This design comes from an exercise in tuning for small area, a short achievable clock period and few clock cycles per item on the open sky130 flow, not from production work. In this exercise RTL edits were held to simulation tests only and were not proved equivalent to the original.

==> flow/design.v, too long to show whole: its modules and the start of the top module <==
// module MCH: 1203 lines
module MCH (
    input               clk,
    input               reset,
    input       [ 7:0]  X,
    input       [ 7:0]  Y,
    output              Done,
    output      [16:0]  area
);
  // ...
==> flow/flow/run.sh <==
#!/bin/bash
# Layout flow: the standard flow (standard synthesis, floorplan, placement,
# CTS, routing) unchanged, except that ORFS's timing repair (after CTS and after
# global routing) is asked to leave 9 ns of setup slack instead of 0, so that it
# also speeds up paths that already meet the 13 ns clock. The clock, the I/O
# constraints and everything else are the design's.
set -uo pipefail
cp standard.sh standard_sh.copy.log
export SETUP_SLACK_MARGIN=9
bash standard.sh > standard.log 2>&1
==> flow/standard.sh <==
#!/bin/bash
# synth_recipe.tcl (not shown) runs the flow's synth.tcl, then flattens the netlist and writes it again
# the make line also repeats each setting of config.mk as NAME=value (left out here)
make -C /OpenROAD-flow-scripts/flow DESIGN_CONFIG=/design/flow/config.mk WORK_HOME=/design/flow/orfs CLKGATE_MAP_FILE= SYNTH_SCRIPT=/design/flow/synth_recipe.tcl "${@:-finish}"
==> flow/config.mk <==
export PLATFORM = sky130hd
export DESIGN_NAME = MCH
export DESIGN_NICKNAME = MCH
export VERILOG_FILES = /design/flow/design.v
export SDC_FILE = /design/flow/constraint.sdc
export NUM_CORES = 8
export LEC_CHECK = 0
export CAP_MARGIN = 20
export CORE_MARGIN = 2
export CORE_UTILIZATION = 35
export PLACE_DENSITY = 0.55
export SLEW_MARGIN = 20
==> flow/constraint.sdc <==
create_clock -name core_clock -period 13.0 [get_ports {clk}]
set_input_delay 2.6000 -clock core_clock [delete_from_list [all_inputs] [get_ports {clk}]]
set_output_delay 2.6000 -clock core_clock [all_outputs]
set_load 0.01 [all_outputs]
==> impl_results.md, run 1 <==
* Most frequent cell after synthesis: nand2_1
* Finished Cell Area at between 70,000 and 80,000 sq um
* Inverters at ~640
* Kind of critical path: reg2reg
* Synth-to-layout area growth at 12.4%
* Worst EP required at about 14 ns
* NonClk Buf Share at approximately 2.7%
* Global-route usage over all layers at roughly 25%
* Hold path cells at 0
* Hold/Removal Path Class: reg2reg
* Post-synthesis compound-gate area fraction at between 15 and 20%
* Hold Buf Count CTS at 0
* Sequential element share of the synthesized area at ~40%
* Routed WL at about 250,000 um
* Vias in the first global route at slightly above 50,000
* TritonCTS clock tree: done
* Fraction of area in multi-input gates at between 40% and 50%
* Pre-CTS setup slack at around 8 ns
* Drt first pass iters at 7
* Fin cells at 9,620
* Final worst slack at 8.88 ns
* WP buf/inv at 2
* # clk buffers at 158
* Commonest cells post-synth: 1,030 x nand2_1, 669 x edfxtp_1, 635 x inv_1
* Grt ovf at 0
* Relative slew slack at between 20% and 30%
* Wire per inst at between 20 and 30 um
* Gp weighted congestion at 0.995
* Worst-margin pin slew at between 1 and 1.5 ns
* Standard-cell rows at roughly 160
* Run status: finished clean
* Initial Util at 35.1%
* Final HPWL DP at roughly 180,000 um
* Post-synthesis xor/xnor area fraction at 4.98%
Testbench counts, summed over its fixed seeds: cycles 15,977, hulls 384.
==> run 2, diff against run 1 <==
==> flow/flow/run.sh (replaced) <==
#!/bin/bash
# Layout flow: the standard flow (standard synthesis, floorplan, placement,
# CTS, routing) unchanged, except that ORFS's timing repair (after CTS and after
# global routing) is asked to leave 9.3 ns of setup slack instead of 0, so that it
# also speeds up paths that already meet the 13 ns clock. The clock, the I/O
# constraints and everything else are the design's.
set -uo pipefail
cp standard.sh standard_sh.copy.log
export SETUP_SLACK_MARGIN=9.3
bash standard.sh > standard.log 2>&1
--- a/flow/config.mk
+++ b/flow/config.mk
@@ -5,8 +5,11 @@
 export SDC_FILE = /design/flow/constraint.sdc
 export NUM_CORES = 8
 export LEC_CHECK = 0
+export ABC_AREA = 1
 export CAP_MARGIN = 20
 export CORE_MARGIN = 2
 export CORE_UTILIZATION = 35
+export CTS_CLUSTER_DIAMETER = 100
+export CTS_CLUSTER_SIZE = 20
 export PLACE_DENSITY = 0.55
 export SLEW_MARGIN = 20
==> impl_results.md, run 2 <==
* Run status: finished clean
* Grt ovf at 0 (unchanged)
* Crit path depth at 1
* Share of cells above drive strength 1 at around 8.3%
* CTS Buf Count at 66
* Synth-to-layout area growth at 11.4%
* Largest registers: ex (160), ey (160)
* Final setup fails at 0
* Most frequent cell after synthesis: nand2_1
* Max-slew violation count at 0
* Initial drt markers at about 6,600
* Main synth FF type: edfxtp_1
* Ys Warns at 9
* Worst path max stage delay at around 0.39 ns
* Final worst slack at 9.18 ns (+0.296 ns)
* Setup crit end: Done
* Standard-cell rows at 160 (+0.63%)
* H-tree levels at 3
* Commonest non-fill, non-tap cell in the layout: nand2_1
* Relative slew slack at 23.1% (-1.2 points)
* Ant. Diodes at 0
* Clock sinks at 976
* Initial antenna violation count at 4
* Post-Syn Instances at just under 9,000
* Worst r2r src: dD[6]
* Setup TNS at 0 ns
* Synthesized area per cell at 7.62 sq um
* Root Driver: clkbuf_16
* Area contributors post-synth: edfxtp_1 30%, nand2_1 11%, dfxtp_1 8.7%
* Total number of vias at between 60,000 and 70,000
* Synth top area share at between 20% and 30%
* Most frequent cells in the layout: 2,018 x nand2_1, 1,297 x inv_1, 978 x nor2_1
* Worst EP required at 10.40 ns (-3.26 ns)
* Fill count at around 20,000
* Drt first pass iters at 8 (+1)
* TritonCTS clock tree: done
* Fmax at 262 MHz
* Setup crit start: done_r
* Routed Antenna Nets at 0
* Clk latency of the worst-skew pair at approximately 0.74 ns
* Core footprint at 191,000 sq um
* Delay-heaviest family, CP: flip-flops
* Crit path DAT at roughly 1.2 ns
* IO buf count at 35
* WP buf/inv at 1 (-1)
* Vias in the first global route at 59,052 (+14%)
* Sequential element share of the synthesized area at 39.1% (-0.94 points)
* Worst-path cell chain: buf_6
* Die height at ~440 um
* Max-Cap Viols at 0
* Pre-CTS setup slack at 7.44 ns (-0.685 ns)
* Min Tclk post-route at 3.82 ns
* Max Clock Skew at around 0.048 ns
* NumNets Final at 9,271
* Wire per inst at 24.9 um (-3.4%)
* Largest area contributor in the netlist: edfxtp_1
* Slowest stage cell on the critical path: dfrtp_1
* Final hold violation count at 0
* Fin crit share at between 20% and 30%
* Post-synth net total at around 9,300
* Reg clk slew, reported paths at ~0.09 ns
* Post-synthesis cell type count at 61
* Reg2Reg Depth at 9
* Final Util at about 40%
* Hold/Removal Path Class: reg2reg
* Mapped Area at 67,300 sq um
* Yosys reg bits at 976
* Commonest cells post-synth: 2,043 x nand2_1, 1,335 x inv_1, 1,007 x nor2_1
* Gp weighted congestion at 1.01 (+1.6%)
* First-pass GRT wire length at ~400,000 um
* CTS Buffer Depth at 3
* Final HPWL DP at 213,000 um (+17%)
* Hold Buf Count CTS at 0 (unchanged)
* Chip Width at between 400 and 500 um
* Kind of critical path: reg2out
* RSZ-0062 raised after global routing: yes
* Largest net degree at the start of global routing at approximately 100
* Routed WL at 282,000 um (+14%)
* Async set or reset register ratio after synthesis at approximately 1.6%
* R2R Path End: q1r[9]
* Hold Startpoint: rn0
* Number of remaining DRC errors at 0
* Global-route usage over all layers at 28.0% (+3.3 points)
* Worst R2R Setup Slack at about 9.3 ns
* Crit start category: flop
* I/O pin count at 36
* Worst-margin pin slew at 1.14 ns (+0.00822 ns)
* Number of synthesized flops with an enable pin at 669
* Vias per cell at 5.46
* Worst Setup End Kind: output port
* Initial Util at 35.3% (+0.20 points)
* CP max FO at 1
* DIE AREA at 196,000 sq um
[run 2: changes by cell type after synthesis, sizes merged, moves of 63 or more]
cell,previous run,this run
and2,204,18
xor2,146,70
inv,640,1355
nor2,286,1029
a22o,69,3
nor2b,185,0
o21ai,510,742
nand3,138,559
mux2i,67,4
nand2,1030,2045
maj3,80,0
xnor2,228,111
nand2b,148,0
[run 2: kinds of logic after synthesis]
group                      Yosys count  synth area share, %
and+or+nand+nor                   3960                 24.4
buffers and inverters             1787                 10.4
AOI/OAI and AO/OA                 1459                 12.4
DFF                                976                 39.1
adders and majority gates          471                 11.3
xor gates and xnor gates           181                 2.36
muxes                                4               0.0595
[run 2: final cells by class]
class / instances / area (sq um) / share of cell area (%)
clock buffers: 94 / 1800 / 2.40
repair inverters: 1 / 5.00 / 0.00667
clock inverters: 26 / 300 / 0.400
multi-input cells: 6076 / 35100 / 46.8
well taps: 2511 / 3140 / 4.19
repair buffers: 296 / 2990 / 3.98
inverters: 1365 / 5220 / 6.96
flip-flops and latches: 976 / 26500 / 35.3
[run 2: worst min-delay path by stage]
stage                   end  slack, ns  cells after the start
finish                  rn1       0.34                      0
global route            rn1       0.35                      0
CTS                     rn1       0.34                      0
detailed placement      rn1       0.34                      0
global placement        rn1       0.34                      0
floorplan           s2force       0.31                      0
[run 2: what timing repair did]
action,in CTS,in global routing
pin swaps,63,103
buffers inserted,68,48
gates cloned,8,3
endpoints found under the setup margin,769,418
gates resized for setup,359,177
[run 2: through the flow]
stage	cells	hold slack [ns]	instance area, sq um
after floorplan	8838	0.310	67300
after global placement	11098	0.335	70000
after detailed placement	11098	0.337	70000
after CTS	11294	0.339	73800
after global routing	11345	0.351	75000
final	11345	0.344	75000
[run 2: routing by layer]
metal / GRT usage, % / share of wire, % / wire, um
met1: 35.7 / 40 / 113000
met3: 4.11 / 7.5 / 21300
met4: 15.7 / 6.7 / 19000
met5: 0 / 0.0096 / 27
met2: 45.5 / 46 / 129000

==> what the ideal ports hide <==
In the flow no input, the clock included, has a driving cell. The finished layouts below were timed again as built, in two steps.
Step 1, drivers: a clkbuf_16 drives clk and a buf_2 each remaining input, both assumed.
Step 2 times the ports against the registers' clock, not the clock port: input delays grow and output delays shrink by t, the midpoint of the rising clock arrivals with the driver on.
a / b / c = ideal ports / drivers / drivers and shift; a / b = the first two.
run	t, ns	slack for setup (ns)	worst hold slack (ns)	latest minus earliest clock arrival (ns)	worst register clock-pin slew, ns
run 1	0.847	8.883 / 8.883 / 8.883	0.327 / 0.327 / 0.327	0.060 / 0.060	0.07 / 0.07
run 2	0.807	9.179 / 9.091 / 9.325	0.344 / 0.344 / 0.344	0.049 / 0.049	0.10 / 0.10
After both steps setup and hold are still met in every run listed.
